This design comes from an exercise in tuning for small area and a short achievable clock period on the open sky130 flow, not from production work.
In this exercise RTL edits were held to simulation tests only and were not proved equivalent to the original.

## run A
Design top_moduleAlu, start of the top module:
module top_moduleAlu #(parameter DATA_WIDTH = 32)(
	input clk_top,
	input [2:0] opcode_top,
	input [31:0] portA_top,
	input [31:0] portB_top,
	output reg [63:0] out_top,
	output [32:0] result_sum_top,
	output [32:0] result_res_top,
	output [63:0] result_pro_top,
	output [31:0] result_and_top,
	output [31:0] result_or_top,
	output [31:0] result_nand_top,
	output [31:0] result_nor_top,
	output [31:0] result_xor_top,
	output carry_flag_sum_top,
	output zero_flag_sum_top,
	output zero_flag_res_top,
	output zero_flag_pro_top,
	output zero_flag_and_top,
	output zero_flag_or_top,
	output zero_flag_nand_top,
	output zero_flag_nor_top,
	output zero_flag_xor_top,
	output reg carry_flag_top,
	output reg zero_flag_top
);
For scale: about 3200 cells after synthesis, roughly 66 flip-flops, roughly 430 I/O pins, roughly 0.028 mm² of cells after synthesis.
Settings: LEC_CHECK=0, ABC_AREA=1, CAP_MARGIN=20, CORE_MARGIN=2, CORE_UTILIZATION=40, CTS_BUF_LIST=sky130_fd_sc_hd__clkbuf_8, SETUP_SLACK_MARGIN=5, SLEW_MARGIN=20, SYNTH_HIERARCHICAL=1, SYNTH_MINIMUM_KEEP_SIZE=0; clock period 20.0 ns.
standard.sh (not shown) runs the stock make flow with config.mk's settings and CLKGATE_MAP_FILE= SYNTH_SCRIPT=/design/flow/synth_recipe.tcl, a recipe that flattens the netlist after the stock synthesis.
==> flow/flow/run.sh <==
#!/bin/bash
# Standard ORFS layout; the only change is the cell used to buffer the ports
# (buf_1 instead of the default choice, clkdlybuf4s50_1).
set -euo pipefail
bash standard.sh "BUFFER_PORTS_ARGS=-buffer_cell sky130_fd_sc_hd__buf_1" finish > make_finish.log 2>&1
diff inputs: run A => run B
Settings: putting PLACE_DENSITY at 0.75 where nothing was set; clearing CTS_BUF_LIST, which used to be sky130_fd_sc_hd__clkbuf_8.
Run B completed; timing, DRC and antenna clean. Largest driver fanout on the critical path in run B vs run A: up 32%. Between run B and run A, count of cell instances traversed by the critical path is higher for run B, run A comes in under that. Relative to run A, total setup buffers inserted after CTS has increased by 4 in run B. Global-route usage ends up higher on run B. The post-route cell area of run B exceeds that of run A by 1.2%. [compare] base=run A new=run B: pre-CTS worst setup slack moved down; non-clock buffer count shows an increase of 8. Minimum clock period after layout: run B and run A compared, higher one is run B. Diff run A -> run B | met2 usage in global routing | decrease of 2.6 points.
[inputs] run C vs run B
Settings: TNS_END_PERCENT now 0, previously not set; CTS_BUF_LIST now sky130_fd_sc_hd__clkbuf_8, previously not set; PLACE_DENSITY no longer set, was 0.75; SETUP_SLACK_MARGIN no longer set, was 5.
==> flow/flow/run.sh <==
#!/bin/bash
# Standard ORFS layout with two changes: the ports are buffered with buf_1 (instead of
# the default clkdlybuf4s50_1), and timing repair aims for 6 ns of setup slack.
set -euo pipefail
bash standard.sh "BUFFER_PORTS_ARGS=-buffer_cell sky130_fd_sc_hd__buf_1" "SETUP_SLACK_MARGIN=6" finish > make_finish.log 2>&1
--- outcome ---
- Run C: done, clean on timing, DRC and antenna
- Diff run B -> run C | number of logic inverters in the finished layout | decrease of 1
- Compared with run B, run C shows routed wire length higher by 4.0%.
- There was hardly any difference in synthesized instance count between run C and run B.
- Run C reports its critical path capture point as result_pro_top[29] while run B reports result_pro_top[47].
- In the tables for run B and run C, final weighted congestion of routability-driven global placement reads lower with run C.
- In run C, the final period utilization came out 2.0 points below the value in run B.
- Diff run B -> run C: shortest clock period the worst path allows after layout lost 410 ps.
- Against run B as the reference, run C delivers a higher met2 track demand over resource.
> inputs changed (run C -> run D)
Settings: removing TNS_END_PERCENT (formerly 0).
[summary]
Re synthesized netlist cell count: no difference whatsoever between run C and run D. Run D vs. run C: first-pass GRT wire length rose by about 3.2%, total detailed-routing wirelength went up about 2%.

---

Starting RTL as in the previous note.
export LEC_CHECK = 0
export ABC_AREA = 1
export CAP_MARGIN = 20
export CORE_MARGIN = 2
export CORE_UTILIZATION = 40
export CTS_BUF_LIST = sky130_fd_sc_hd__clkbuf_8
export SLEW_MARGIN = 20
export SYNTH_HIERARCHICAL = 1
export SYNTH_MINIMUM_KEEP_SIZE = 0
create_clock -name core_clock -period 20.0 [get_ports {clk_top}]
==> flow/flow/run.sh <==
#!/bin/bash
# Standard ORFS layout with two changes: the ports are buffered with buf_1 (instead of
# the default clkdlybuf4s50_1), and timing repair aims for 5.4 ns of setup slack.
set -euo pipefail
bash standard.sh "BUFFER_PORTS_ARGS=-buffer_cell sky130_fd_sc_hd__buf_1" "SETUP_SLACK_MARGIN=5.4" finish > make_finish.log 2>&1
Next try:
==> flow/flow/run.sh (replaced) <==
#!/bin/bash
# Standard ORFS layout; the only change is the cell used to buffer the ports
# (buf_1 instead of the default choice, clkdlybuf4s50_1).
set -euo pipefail
bash standard.sh "BUFFER_PORTS_ARGS=-buffer_cell sky130_fd_sc_hd__buf_1" finish > make_finish.log 2>&1
Settings changed: CTS_BUF_LIST sky130_fd_sc_hd__clkbuf_8 to not set, SETUP_SLACK_MARGIN set to 5.
Effect:
- The changed run finished with timing, DRC and antenna clean
- wire length went down by 1.2%
- die area does not change
- flip-flop and latch count is unchanged
Next try:
Settings changed: CTS_BUF_LIST set to sky130_fd_sc_hd__clkbuf_8, TNS_END_PERCENT set to 0.
- synthesized cell count is unchanged
- die area does not change
- setup slack improved by 0.029 ns
- cell area is lower by 0.34%
Next try:
Settings changed: SETUP_SLACK_MARGIN 5 to 4.5, TNS_END_PERCENT 0 to not set.
The new run went through all stages and came out clean. Count of clock-buffer cells in the layout does not change. Non-clock buffer count is lower by 8. Worst setup slack loses 0.42 ns. Cell area is lower slightly. Global-route usage stays flat. Maximum frequency fell by a few percent.

---

top_moduleAlu, a different RTL version from the one above (not shown whole).
Size in the first run: ~3600 cells after synthesis, ~66 flip-flops, ~430 I/O pins, roughly 0.030 mm2 of cells after synthesis.
clock: 20.0 ns
lec_check: 0
abc_area: 1
cap_margin: 20
core_margin: 2
core_utilization: 40
slew_margin: 20
synth_hierarchical: 1
synth_minimum_keep_size: 0
run.sh (not shown) runs the stock make flow with config.mk's settings and CLKGATE_MAP_FILE= SYNTH_SCRIPT=/design/flow/synth_recipe.tcl, a recipe that flattens the netlist after the stock synthesis.
Stock flow here: none of the scripts above is used.
The first run finished with timing, DRC and antenna clean.
Rerun with:
==> flow/flow/run.sh (new file) <==
#!/bin/bash
# Standard ORFS layout; the only change is the cell used to buffer the ports
# (buf_1 instead of the default choice, clkdlybuf4s50_1).
set -euo pipefail
bash standard.sh "BUFFER_PORTS_ARGS=-buffer_cell sky130_fd_sc_hd__buf_1" finish > make_finish.log 2>&1
==> flow/standard.sh (new file) <==
#!/bin/bash
# synth_recipe.tcl (not shown) runs the flow's synth.tcl, then flattens the netlist and writes it again
# the make line also repeats each setting of config.mk as NAME=value (left out here)
make -C /OpenROAD-flow-scripts/flow DESIGN_CONFIG=/design/flow/config.mk WORK_HOME=/design/flow/orfs CLKGATE_MAP_FILE= SYNTH_SCRIPT=/design/flow/synth_recipe.tcl "${@:-finish}"
--- a/flow/config.mk
+++ b/flow/config.mk
@@ -11,2 +11,3 @@
 export CORE_UTILIZATION = 40
+export SETUP_SLACK_MARGIN = 5
 export SLEW_MARGIN = 20
removed: flow/run.sh
The changed run completed with no timing, DRC or antenna violations.
Critical path depth goes down by 4.
Die area does not change.
Non-clock buffer count grows by 26.
Hold slack got worse by 250 ps.
Design area went down by 6.1%.

static timing again, ports no longer ideal:
In the flow no input, the clock included, has a driving cell. The finished layouts below were timed again as built, in two steps.
Step 1 sets driving cells, clkbuf_16 on the clock port and buf_2 on the other inputs (assumed; they add their load-dependent delay and slew).
Step 2 times the ports against the registers' clock, not the clock port: input delays grow and output delays shrink by t, the midpoint of the rising clock arrivals with the driver on.
Three values: ideal ports, drivers, drivers and shift; two values: the first two.
| run | t (ns) | slack for setup (ns) | worst register clock-pin slew, ns | cell pins on the clock port's net |
|---|---|---|---|---|
| run A | 0.508 | 5.262 / 5.187 / 5.187 | 0.11 / 0.11 | 1 |
| run B | 0.442 | 5.165 / 5.139 / 5.139 | 0.07 / 0.07 | 1 |
| run C | 0.499 | 5.573 / 5.545 / 5.545 | 0.11 / 0.11 | 1 |
| run D | 0.505 | 5.650 / 5.625 / 5.625 | 0.11 / 0.11 | 1 |
| the first run of note 2 | 0.498 | 5.583 / 5.555 / 5.555 | 0.11 / 0.11 | 1 |
| the second run of note 2 | 0.451 | 5.209 / 5.145 / 5.145 | 0.08 / 0.08 | 1 |
| the third run of note 2 | 0.508 | 5.238 / 5.195 / 5.195 | 0.11 / 0.11 | 1 |
| the fourth run of note 2 | 0.522 | 4.817 / 4.786 / 4.786 | 0.11 / 0.11 | 1 |
| the first run of note 3 | 0.467 | 3.748 / 3.679 / 3.679 | 0.10 / 0.10 | 1 |
| the second run of note 3 | 0.466 | 5.191 / 5.152 / 5.152 | 0.08 / 0.08 | 1 |
After both steps every run listed still meets setup and hold. For run A, which loses most, drivers alone change the setup slack by -0.075 ns; drivers and shift together by -0.075 ns.
